What follows belongs to an exercise in optimizing a design on an open flow for small area, a short achievable clock period and few clock cycles per item; a production flow would make more cautious choices. RTL that was checked went through simulation tests only; none was proved equivalent to the original.

==> build 67 <==
==> flow/design.v (excerpt) <==
module	cpuops(i_clk,i_reset, i_stb, i_op, i_a, i_b, o_c, o_f, o_valid,
			o_busy);
	input	wire	i_clk, i_reset, i_stb;
	input	wire	[3:0]	i_op;
	input	wire	[31:0]	i_a, i_b;
	output	reg	[31:0]	o_c;
	output	wire	[3:0]	o_f;
	output	reg		o_valid;
	output	wire		o_busy;
	reg	c, pre_sign, set_ovfl, keep_sgn_on_ovfl;
	wire	this_is_a_multiply_op;
	assign	this_is_a_multiply_op = (i_stb)&&((i_op[3:1]==3'h5)||(i_op[3:0]==4'hc));
	wire		mpybusy, mpylast;
	wire	[31:0]	mpy_next;
	mpyop	thempy(i_clk, i_reset, this_is_a_multiply_op, i_op[1:0],
		i_a, i_b, mpybusy, mpylast, mpy_next);
	wire	[31:0]	next_c;
	wire		next_carry;
	aluop	thealu(i_stb, i_op, i_a, i_b, mpy_next, next_c, next_carry);
	always @(posedge i_clk)
	begin
		pre_sign <= i_a[31];
		c <= next_carry;
		set_ovfl <= i_stb && (((i_op==4'h0)&&(i_a[31] != i_b[31]))
			||((i_op==4'h2)&&(i_a[31] == i_b[31]))
			||(i_op == 4'h6)
			||(i_op == 4'h5));
		keep_sgn_on_ovfl <= i_stb &&
			(((i_op==4'h0)&&(i_a[31] != i_b[31]))
			||((i_op==4'h2)&&(i_a[31] == i_b[31])));
		o_c <= next_c;
	end
	assign	o_busy = mpybusy;
	wire	z = (o_c == 32'h0000);
	wire	n = (o_c[31]);
	wire	v = (set_ovfl)&&(pre_sign != o_c[31]);
	wire	vx = (keep_sgn_on_ovfl)&&(pre_sign != o_c[31]);
	assign	o_f = { v, n^vx, c, z };
	always @(posedge i_clk)
	if (i_reset)
		o_valid <= 1'b0;
	else
		o_valid <=((i_stb)&&(!this_is_a_multiply_op))||(mpylast);
endmodule
Settings: LEC_CHECK=0, CAP_MARGIN=20, CORE_MARGIN=2, CORE_UTILIZATION=40, SETUP_SLACK_MARGIN=3.5, SLEW_MARGIN=20; clock period 10.0 ns.
run.sh (not shown) runs the stock make flow with config.mk's settings and CLKGATE_MAP_FILE= SYNTH_SCRIPT=/design/flow/synth_recipe.tcl, a recipe that flattens the netlist after the stock synthesis.
==> build 35: changes against build 67 <==
--- a/flow/design.v
+++ b/flow/design.v
@@ -72,26 +72,28 @@
 		else
 			o_p   <= partial[NA+NB-1:0];
 		o_aux <= aux;
 	end
 endmodule
 `default_nettype	none
-module	mpyop(i_clk, i_reset, i_start, i_op, i_a, i_b, o_busy, o_last, o_next);
+module	mpyop(i_clk, i_reset, i_start, i_op, i_a, i_b, i_areg, o_busy, o_last, o_next);
 	localparam	ND = 6, NS = 3;
 	localparam	NB = 12;	 
 	localparam	R  = 8;	 
 	localparam	SW = 46;	 
 	input	wire		i_clk, i_reset, i_start;
 	input	wire	[1:0]	i_op;	 
 	input	wire	[31:0]	i_a, i_b;
+	input	wire	[31:0]	i_areg;	 
 	output	wire		o_busy;	 
 	output	wire		o_last;	 
 	output	wire	[31:0]	o_next;	 
 	genvar	i;
 	reg	[NS-1:0]	stage;
-	reg	[32:0]		r_a;	 
+	reg			r_asgn;	 
+	wire	[32:0]		r_a = { r_asgn, i_areg };
 	reg	[33:0]		acc;	 
 	reg	[31:0]		bsh;	 
 	reg			r_sgn, r_hi;
 	reg	[ND-1:0]	d_one, d_two, d_neg;	 
 	always @(posedge i_clk)
 	if (i_reset)
@@ -103,18 +105,18 @@
 	wire	nlast = stage[NS-2];	 
 	wire	ext = r_sgn & bsh[R+NB-1];	 
 	wire	[NB:0]	nchunk;
 	generate for(i=0; i<NB; i=i+1)
 	begin : NCHUNK
 		if (i < R)
-			assign nchunk[i+1] = (i_start) ? i_b[i] : bsh[NB+i];
+			assign nchunk[i+1] = (o_busy) ? bsh[NB+i] : i_b[i];
 		else
-			assign nchunk[i+1] = (i_start) ? i_b[i]
-					: ((nlast) ? ext : bsh[NB+i]);
+			assign nchunk[i+1] = (o_busy)
+					? ((nlast) ? ext : bsh[NB+i]) : i_b[i];
 	end endgenerate
-	assign	nchunk[0] = (i_start) ? 1'b0 : bsh[NB-1];
+	assign	nchunk[0] = (o_busy) ? bsh[NB-1] : 1'b0;
 	generate for(i=0; i<ND; i=i+1)
 	begin : ENC
 		wire	bm = nchunk[2*i];
 		wire	b0 = nchunk[2*i+1];
 		wire	b1 = nchunk[2*i+2];
 		always @(posedge i_clk)
@@ -544,15 +546,15 @@
 	wire t396 = (rx4[33] & rx5[31]) | (rx4[33] & t312) | (rx5[31] & t312);
 	wire t397 = !rx5[32];
 	wire	[SW-1:0]	tx = { 1'b1, 1'b1, rx5[32], t397, t394, t393, t390, t389, t387, t385, t382, t380, t378, t376, t374, t372, t370, t368, t366, t364, t362, t360, t358, t356, t354, t352, t350, t348, t346, t344, t342, t340, t338, t336, t334, t332, t330, t328, t326, t324, t322, t320, t318, t316, t314, t313 };
 	wire	[SW-1:0]	ty = { 1'b0, 1'b0, rx5[33], t396, t395, t392, t391, t388, t386, t384, t383, t381, t379, t377, t375, t373, t371, t369, t367, t365, t363, t361, t359, t357, t355, t353, t351, t349, t347, t345, t343, t341, t339, t337, t335, t333, t331, t329, t327, t325, t323, t321, t319, t317, t315, rx0[0] };
 	wire	[SW-1:0]	rsum = tx + ty;
 	always @(posedge i_clk)
-	if (i_start)
+	if (!o_busy)
 	begin
-		r_a   <= { i_op[0] & i_a[31], i_a };
+		r_asgn <= i_op[0] & i_a[31];
 		bsh   <= i_b;
 		r_sgn <= i_op[0];
 		r_hi  <= i_op[1];
 	end else
 		bsh   <= { rsum[NB-1:0], bsh[31:NB] };
 	always @(posedge i_clk)
@@ -572,25 +574,26 @@
 	reg	c, pre_sign, set_ovfl, keep_sgn_on_ovfl;
 	wire	this_is_a_multiply_op;
 	assign	this_is_a_multiply_op = (i_stb)&&((i_op[3:1]==3'h5)||(i_op[3:0]==4'hc));
 	wire		mpybusy, mpylast;
 	wire	[31:0]	mpy_next;
 	mpyop	thempy(i_clk, i_reset, this_is_a_multiply_op, i_op[1:0],
-		i_a, i_b, mpybusy, mpylast, mpy_next);
+		i_a, i_b, o_c, mpybusy, mpylast, mpy_next);
 	wire	[31:0]	next_c;
 	wire		next_carry;
-	aluop	thealu(i_stb, i_op, i_a, i_b, mpy_next, next_c, next_carry);
+	aluop	thealu(mpybusy, mpylast, i_op, i_a, i_b, mpy_next, o_c,
+			next_c, next_carry);
 	always @(posedge i_clk)
 	begin
 		pre_sign <= i_a[31];
 		c <= next_carry;
-		set_ovfl <= i_stb && (((i_op==4'h0)&&(i_a[31] != i_b[31]))
+		set_ovfl <= !mpybusy && (((i_op==4'h0)&&(i_a[31] != i_b[31]))
 			||((i_op==4'h2)&&(i_a[31] == i_b[31]))
 			||(i_op == 4'h6)
 			||(i_op == 4'h5));
-		keep_sgn_on_ovfl <= i_stb &&
+		keep_sgn_on_ovfl <= !mpybusy &&
 			(((i_op==4'h0)&&(i_a[31] != i_b[31]))
 			||((i_op==4'h2)&&(i_a[31] == i_b[31])));
 		o_c <= next_c;
 	end
 	assign	o_busy = mpybusy;
 	wire	z = (o_c == 32'h0000);
@@ -601,17 +604,17 @@
 	always @(posedge i_clk)
 	if (i_reset)
 		o_valid <= 1'b0;
 	else
 		o_valid <=((i_stb)&&(!this_is_a_multiply_op))||(mpylast);
 endmodule
-module	aluop(i_stb, i_op, i_a, i_b, i_mpy, o_r, o_c);
-	input	wire		i_stb;
+module	aluop(i_busy, i_last, i_op, i_a, i_b, i_mpy, i_hold, o_r, o_c);
+	input	wire		i_busy, i_last;
 	input	wire	[3:0]	i_op;
 	input	wire	[31:0]	i_a, i_b;
-	input	wire	[31:0]	i_mpy;
+	input	wire	[31:0]	i_mpy, i_hold;
 	output	wire	[31:0]	o_r;
 	output	wire		o_c;
 	genvar	k;
 	wire		sub = !i_op[1];
 	wire	[32:0]	sum = { 1'b0, i_a } + { 1'b0, i_b ^ {(32){sub}} }
 				+ { 32'h0, sub };
@@ -631,30 +634,41 @@
 	wire	[32:0]	sh_r = (kill) ? {(33){fill}} : sh_y[32:0];
 	wire	[31:0]	sh_rev;
 	generate for(k=0; k<32; k=k+1)
 	begin : SREV
 		assign	sh_rev[k] = sh_r[32-k];
 	end endgenerate
-	wire	op_arith = i_stb && (i_op[3:2] == 2'b00) && !i_op[0];  
-	wire	op_rsh   = i_stb && (i_op[3:2] == 2'b01) && i_op[0];   
-	wire	op_lsl   = i_stb && (i_op == 4'h6);
-	wire	op_and   = (i_op == 4'h1);
-	wire	op_or    = (i_op == 4'h3);
-	wire	op_xor   = (i_op == 4'h4);
-	wire	op_brev  = (i_op == 4'h8);
-	wire	op_ldilo = (i_op == 4'h9);
-	wire	op_mov   = (i_op[3:1] == 3'b101) || (i_op[3:2] == 2'b11);
-	wire	op_logic = i_stb && (op_and || op_or || op_xor || op_brev
-					|| op_ldilo || op_mov);
-	wire	[31:0]	logic_r = ({(32){op_and}} & (i_a & i_b))
-			| ({(32){op_or}} & (i_a | i_b))
-			| ({(32){op_xor}} & (i_a ^ i_b))
-			| ({(32){op_brev}} & b_rev)
-			| ({(32){op_ldilo}} & { i_a[31:16], i_b[15:0] })
-			| ({(32){op_mov}} & i_b);
+	wire	alu = !i_busy;
+	wire	op_arith = alu && (i_op[3:2] == 2'b00) && !i_op[0];  
+	wire	op_rsh   = alu && (i_op[3:2] == 2'b01) && i_op[0];   
+	wire	op_lsl   = alu && (i_op == 4'h6);
+	reg	t3, t2h, t1h, t2l, t1l, lg;
+	always @(*)
+	begin
+		{ lg, t3, t2h, t1h, t2l, t1l } = 6'b0;
+		case(i_op)
+		4'h1: { lg, t3, t2h, t1h, t2l, t1l } = 6'b11_00_00;
+		4'h3: { lg, t3, t2h, t1h, t2l, t1l } = 6'b11_11_11;
+		4'h4: { lg, t3, t2h, t1h, t2l, t1l } = 6'b10_11_11;
+		4'h9: { lg, t3, t2h, t1h, t2l, t1l } = 6'b11_10_01;
+		4'ha, 4'hb, 4'hc:
+		      { lg, t3, t2h, t1h, t2l, t1l } = 6'b11_10_10;
+		4'hd, 4'he, 4'hf:
+		      { lg, t3, t2h, t1h, t2l, t1l } = 6'b11_01_01;
+		default: { lg, t3, t2h, t1h, t2l, t1l } = 6'b0;
+		endcase
+	end
+	wire	op_brev = alu && (i_op == 4'h8);
+	wire	op_logic = alu && lg;
+	wire	[31:0]	t2 = { {(16){t2h}}, {(16){t2l}} };
+	wire	[31:0]	t1 = { {(16){t1h}}, {(16){t1l}} };
+	wire	[31:0]	logic_r = ({(32){t3}} & i_a & i_b) | (t2 & i_a & ~i_b)
+			| (t1 & ~i_a & i_b);
 	assign	o_r = ({(32){op_arith}} & sum[31:0])
 			| ({(32){op_rsh}} & sh_r[32:1])
 			| ({(32){op_lsl}} & sh_rev)
 			| ({(32){op_logic}} & logic_r)
-			| ({(32){!i_stb}} & i_mpy);
+			| ({(32){op_brev}} & b_rev)
+			| ({(32){i_last}} & i_mpy)
+			| ({(32){i_busy && !i_last}} & i_hold);
 	assign	o_c = (op_arith & c_add) | ((op_rsh | op_lsl) & sh_r[0]);
 endmodule
==> flow/flow/run.sh (new file) <==
#!/bin/bash
# The standard layout, with the port buffers made of plain buffers
# (sky130_fd_sc_hd__buf_4) instead of the delay cell buffer_ports picks,
# and timing repair free to resize them. The make log goes to standard_flow.log.
set -euo pipefail
bash standard.sh MATCH_CELL_FOOTPRINT=0 "BUFFER_PORTS_ARGS=-buffer_cell sky130_fd_sc_hd__buf_4" finish > standard_flow.log 2>&1
==> flow/standard.sh (new file) <==
#!/bin/bash
# synth_recipe.tcl (not shown) runs the flow's synth.tcl, then flattens the netlist and writes it again
# the make line also repeats each setting of config.mk as NAME=value (left out here)
make -C /OpenROAD-flow-scripts/flow DESIGN_CONFIG=/design/flow/config.mk WORK_HOME=/design/flow/orfs CLKGATE_MAP_FILE= SYNTH_SCRIPT=/design/flow/synth_recipe.tcl "${@:-finish}"
--- a/flow/config.mk
+++ b/flow/config.mk
@@ -5,8 +5,9 @@
 export SDC_FILE = /design/flow/constraint.sdc
 export NUM_CORES = 4
 export LEC_CHECK = 0
 export CAP_MARGIN = 20
 export CORE_MARGIN = 2
 export CORE_UTILIZATION = 40
-export SETUP_SLACK_MARGIN = 3.5
+export PLACE_DENSITY = 0.75
+export SETUP_SLACK_MARGIN = 5
 export SLEW_MARGIN = 20
removed: flow/run.sh
==> build 91: changes against build 67 <==
--- a/flow/design.v
+++ b/flow/design.v
@@ -72,26 +72,28 @@
 		else
 			o_p   <= partial[NA+NB-1:0];
 		o_aux <= aux;
 	end
 endmodule
 `default_nettype	none
-module	mpyop(i_clk, i_reset, i_start, i_op, i_a, i_b, o_busy, o_last, o_next);
+module	mpyop(i_clk, i_reset, i_start, i_op, i_a, i_b, i_areg, o_busy, o_last, o_next);
 	localparam	ND = 6, NS = 3;
 	localparam	NB = 12;	 
 	localparam	R  = 8;	 
 	localparam	SW = 46;	 
 	input	wire		i_clk, i_reset, i_start;
 	input	wire	[1:0]	i_op;	 
 	input	wire	[31:0]	i_a, i_b;
+	input	wire	[31:0]	i_areg;	 
 	output	wire		o_busy;	 
 	output	wire		o_last;	 
 	output	wire	[31:0]	o_next;	 
 	genvar	i;
 	reg	[NS-1:0]	stage;
-	reg	[32:0]		r_a;	 
+	reg			r_asgn;	 
+	wire	[32:0]		r_a = { r_asgn, i_areg };
 	reg	[33:0]		acc;	 
 	reg	[31:0]		bsh;	 
 	reg			r_sgn, r_hi;
 	reg	[ND-1:0]	d_one, d_two, d_neg;	 
 	always @(posedge i_clk)
 	if (i_reset)
@@ -103,18 +105,18 @@
 	wire	nlast = stage[NS-2];	 
 	wire	ext = r_sgn & bsh[R+NB-1];	 
 	wire	[NB:0]	nchunk;
 	generate for(i=0; i<NB; i=i+1)
 	begin : NCHUNK
 		if (i < R)
-			assign nchunk[i+1] = (i_start) ? i_b[i] : bsh[NB+i];
+			assign nchunk[i+1] = (o_busy) ? bsh[NB+i] : i_b[i];
 		else
-			assign nchunk[i+1] = (i_start) ? i_b[i]
-					: ((nlast) ? ext : bsh[NB+i]);
+			assign nchunk[i+1] = (o_busy)
+					? ((nlast) ? ext : bsh[NB+i]) : i_b[i];
 	end endgenerate
-	assign	nchunk[0] = (i_start) ? 1'b0 : bsh[NB-1];
+	assign	nchunk[0] = (o_busy) ? bsh[NB-1] : 1'b0;
 	generate for(i=0; i<ND; i=i+1)
 	begin : ENC
 		wire	bm = nchunk[2*i];
 		wire	b0 = nchunk[2*i+1];
 		wire	b1 = nchunk[2*i+2];
 		always @(posedge i_clk)
@@ -544,15 +546,15 @@
 	wire t396 = (rx4[33] & rx5[31]) | (rx4[33] & t312) | (rx5[31] & t312);
 	wire t397 = !rx5[32];
 	wire	[SW-1:0]	tx = { 1'b1, 1'b1, rx5[32], t397, t394, t393, t390, t389, t387, t385, t382, t380, t378, t376, t374, t372, t370, t368, t366, t364, t362, t360, t358, t356, t354, t352, t350, t348, t346, t344, t342, t340, t338, t336, t334, t332, t330, t328, t326, t324, t322, t320, t318, t316, t314, t313 };
 	wire	[SW-1:0]	ty = { 1'b0, 1'b0, rx5[33], t396, t395, t392, t391, t388, t386, t384, t383, t381, t379, t377, t375, t373, t371, t369, t367, t365, t363, t361, t359, t357, t355, t353, t351, t349, t347, t345, t343, t341, t339, t337, t335, t333, t331, t329, t327, t325, t323, t321, t319, t317, t315, rx0[0] };
 	wire	[SW-1:0]	rsum = tx + ty;
 	always @(posedge i_clk)
-	if (i_start)
+	if (!o_busy)
 	begin
-		r_a   <= { i_op[0] & i_a[31], i_a };
+		r_asgn <= i_op[0] & i_a[31];
 		bsh   <= i_b;
 		r_sgn <= i_op[0];
 		r_hi  <= i_op[1];
 	end else
 		bsh   <= { rsum[NB-1:0], bsh[31:NB] };
 	always @(posedge i_clk)
@@ -572,25 +574,26 @@
 	reg	c, pre_sign, set_ovfl, keep_sgn_on_ovfl;
 	wire	this_is_a_multiply_op;
 	assign	this_is_a_multiply_op = (i_stb)&&((i_op[3:1]==3'h5)||(i_op[3:0]==4'hc));
 	wire		mpybusy, mpylast;
 	wire	[31:0]	mpy_next;
 	mpyop	thempy(i_clk, i_reset, this_is_a_multiply_op, i_op[1:0],
-		i_a, i_b, mpybusy, mpylast, mpy_next);
+		i_a, i_b, o_c, mpybusy, mpylast, mpy_next);
 	wire	[31:0]	next_c;
 	wire		next_carry;
-	aluop	thealu(i_stb, i_op, i_a, i_b, mpy_next, next_c, next_carry);
+	aluop	thealu(mpybusy, mpylast, i_op, i_a, i_b, mpy_next, o_c,
+			next_c, next_carry);
 	always @(posedge i_clk)
 	begin
 		pre_sign <= i_a[31];
 		c <= next_carry;
-		set_ovfl <= i_stb && (((i_op==4'h0)&&(i_a[31] != i_b[31]))
+		set_ovfl <= !mpybusy && (((i_op==4'h0)&&(i_a[31] != i_b[31]))
 			||((i_op==4'h2)&&(i_a[31] == i_b[31]))
 			||(i_op == 4'h6)
 			||(i_op == 4'h5));
-		keep_sgn_on_ovfl <= i_stb &&
+		keep_sgn_on_ovfl <= !mpybusy &&
 			(((i_op==4'h0)&&(i_a[31] != i_b[31]))
 			||((i_op==4'h2)&&(i_a[31] == i_b[31])));
 		o_c <= next_c;
 	end
 	assign	o_busy = mpybusy;
 	wire	z = (o_c == 32'h0000);
@@ -601,17 +604,17 @@
 	always @(posedge i_clk)
 	if (i_reset)
 		o_valid <= 1'b0;
 	else
 		o_valid <=((i_stb)&&(!this_is_a_multiply_op))||(mpylast);
 endmodule
-module	aluop(i_stb, i_op, i_a, i_b, i_mpy, o_r, o_c);
-	input	wire		i_stb;
+module	aluop(i_busy, i_last, i_op, i_a, i_b, i_mpy, i_hold, o_r, o_c);
+	input	wire		i_busy, i_last;
 	input	wire	[3:0]	i_op;
 	input	wire	[31:0]	i_a, i_b;
-	input	wire	[31:0]	i_mpy;
+	input	wire	[31:0]	i_mpy, i_hold;
 	output	wire	[31:0]	o_r;
 	output	wire		o_c;
 	genvar	k;
 	wire		sub = !i_op[1];
 	wire	[32:0]	sum = { 1'b0, i_a } + { 1'b0, i_b ^ {(32){sub}} }
 				+ { 32'h0, sub };
@@ -631,30 +634,41 @@
 	wire	[32:0]	sh_r = (kill) ? {(33){fill}} : sh_y[32:0];
 	wire	[31:0]	sh_rev;
 	generate for(k=0; k<32; k=k+1)
 	begin : SREV
 		assign	sh_rev[k] = sh_r[32-k];
 	end endgenerate
-	wire	op_arith = i_stb && (i_op[3:2] == 2'b00) && !i_op[0];  
-	wire	op_rsh   = i_stb && (i_op[3:2] == 2'b01) && i_op[0];   
-	wire	op_lsl   = i_stb && (i_op == 4'h6);
-	wire	op_and   = (i_op == 4'h1);
-	wire	op_or    = (i_op == 4'h3);
-	wire	op_xor   = (i_op == 4'h4);
-	wire	op_brev  = (i_op == 4'h8);
-	wire	op_ldilo = (i_op == 4'h9);
-	wire	op_mov   = (i_op[3:1] == 3'b101) || (i_op[3:2] == 2'b11);
-	wire	op_logic = i_stb && (op_and || op_or || op_xor || op_brev
-					|| op_ldilo || op_mov);
-	wire	[31:0]	logic_r = ({(32){op_and}} & (i_a & i_b))
-			| ({(32){op_or}} & (i_a | i_b))
-			| ({(32){op_xor}} & (i_a ^ i_b))
-			| ({(32){op_brev}} & b_rev)
-			| ({(32){op_ldilo}} & { i_a[31:16], i_b[15:0] })
-			| ({(32){op_mov}} & i_b);
+	wire	alu = !i_busy;
+	wire	op_arith = alu && (i_op[3:2] == 2'b00) && !i_op[0];  
+	wire	op_rsh   = alu && (i_op[3:2] == 2'b01) && i_op[0];   
+	wire	op_lsl   = alu && (i_op == 4'h6);
+	reg	t3, t2h, t1h, t2l, t1l, lg;
+	always @(*)
+	begin
+		{ lg, t3, t2h, t1h, t2l, t1l } = 6'b0;
+		case(i_op)
+		4'h1: { lg, t3, t2h, t1h, t2l, t1l } = 6'b11_00_00;
+		4'h3: { lg, t3, t2h, t1h, t2l, t1l } = 6'b11_11_11;
+		4'h4: { lg, t3, t2h, t1h, t2l, t1l } = 6'b10_11_11;
+		4'h9: { lg, t3, t2h, t1h, t2l, t1l } = 6'b11_10_01;
+		4'ha, 4'hb, 4'hc:
+		      { lg, t3, t2h, t1h, t2l, t1l } = 6'b11_10_10;
+		4'hd, 4'he, 4'hf:
+		      { lg, t3, t2h, t1h, t2l, t1l } = 6'b11_01_01;
+		default: { lg, t3, t2h, t1h, t2l, t1l } = 6'b0;
+		endcase
+	end
+	wire	op_brev = alu && (i_op == 4'h8);
+	wire	op_logic = alu && lg;
+	wire	[31:0]	t2 = { {(16){t2h}}, {(16){t2l}} };
+	wire	[31:0]	t1 = { {(16){t1h}}, {(16){t1l}} };
+	wire	[31:0]	logic_r = ({(32){t3}} & i_a & i_b) | (t2 & i_a & ~i_b)
+			| (t1 & ~i_a & i_b);
 	assign	o_r = ({(32){op_arith}} & sum[31:0])
 			| ({(32){op_rsh}} & sh_r[32:1])
 			| ({(32){op_lsl}} & sh_rev)
 			| ({(32){op_logic}} & logic_r)
-			| ({(32){!i_stb}} & i_mpy);
+			| ({(32){op_brev}} & b_rev)
+			| ({(32){i_last}} & i_mpy)
+			| ({(32){i_busy && !i_last}} & i_hold);
 	assign	o_c = (op_arith & c_add) | ((op_rsh | op_lsl) & sh_r[0]);
 endmodule
==> flow/flow/run.sh (new file) <==
#!/bin/bash
# The standard layout, with the port buffers made of plain buffers
# (sky130_fd_sc_hd__buf_4) instead of the delay cell buffer_ports picks,
# and timing repair free to resize them. The make log goes to standard_flow.log.
set -euo pipefail
bash standard.sh MATCH_CELL_FOOTPRINT=0 "BUFFER_PORTS_ARGS=-buffer_cell sky130_fd_sc_hd__buf_4" finish > standard_flow.log 2>&1
==> flow/standard.sh (new file) <==
#!/bin/bash
# synth_recipe.tcl (not shown) runs the flow's synth.tcl, then flattens the netlist and writes it again
# the make line also repeats each setting of config.mk as NAME=value (left out here)
make -C /OpenROAD-flow-scripts/flow DESIGN_CONFIG=/design/flow/config.mk WORK_HOME=/design/flow/orfs CLKGATE_MAP_FILE= SYNTH_SCRIPT=/design/flow/synth_recipe.tcl "${@:-finish}"
==> flow/config.mk (replaced) <==
export PLATFORM = sky130hd
export DESIGN_NAME = cpuops
export DESIGN_NICKNAME = cpuops
export VERILOG_FILES = /design/flow/design.v
export SDC_FILE = /design/flow/constraint.sdc
export NUM_CORES = 4
export LEC_CHECK = 0
export CAP_MARGIN = 20
export CORE_MARGIN = 2
export CORE_UTILIZATION = 55
export SETUP_SLACK_MARGIN = 5
export SLEW_MARGIN = 20
removed: flow/run.sh
==> run summary <==
Compound-Gate Fraction of Synth Area 25.8%; WHS Endpoint thempy.bsh[15]$_DFF_P_; number of global-route vias before repair 21,200; slowest stage delay, CP 0.64 ns; final core utilization 66.2%; post-place setup slack 4.10 ns; CTS resizes 184; sequential area share after synthesis 11.5%; largest cells by area after synthesis fa_1, dfxtp_1, xnor2_1; syn_nets 2,889; sequential cell area share 10.2%; outcome complete, no violations; clock sinks 119; RSZ-0062 raised after global routing yes
-- figures above: build 91

==> run summary <==
outcome complete, no violations; sequential area share after synthesis 15.0%; post-place setup slack 3.50 ns; final core utilization 44.0%; RSZ-0062 raised after global routing no; Compound-Gate Fraction of Synth Area 24.3%; clock sinks 151; sequential cell area share 13.7%; WHS Endpoint thempy.bsh[19]$_DFF_P_; largest cells by area after synthesis fa_1, dfxtp_1, ha_1; slowest stage delay, CP 0.57 ns
-- figures above: build 67

==> run summary <==
number of global-route vias before repair 20,700; syn_nets 2,889; largest cells by area after synthesis fa_1, dfxtp_1, xnor2_1; CTS resizes 212; slowest stage delay, CP 0.56 ns; final core utilization 48.6%; sequential area share after synthesis 11.5%; clock sinks 119; WHS Endpoint thempy.bsh[19]$_DFF_P_; outcome complete, no violations
-- figures above: build 35

Testbench counts of build 35, summed over its fixed seeds: cycles 28,765, items 16,384.
Testbench counts of build 91, summed over its fixed seeds: cycles 28,765, items 16,384.
Function not checked in build 67: the RTL went through the layout flow alone.

-- afterwards: timing with drivers on the ports --
The flow's constraints put no driver on any port. The routed layouts listed below were extracted and timed again, unchanged, in two steps. Step 1 assumes that a clkbuf_16 drives the clock port and a buf_2 every other input. Step 2 also shifts input and output timing later by t, the mid clock arrival at the registers, as if the neighbouring blocks saw the same clock. Three values: no drivers, after step 1, after step 2; two values: the first two.
| run | t (ns) | setup WS [ns] | worst data-port slew with drivers (ns) |
|---|---|---|---|
| build 67 | 0.500 | 3.763 / 3.763 / 3.545 | 0.05 |
| build 35 | 0.483 | 4.788 / 4.788 / 4.436 | 0.05 |
| build 91 | 0.486 | 4.683 / 4.683 / 4.396 | 0.06 |
After both steps every run listed still meets setup and hold. For build 35, which loses most, drivers alone change the setup slack by 0.000 ns; drivers and shift together by -0.352 ns.
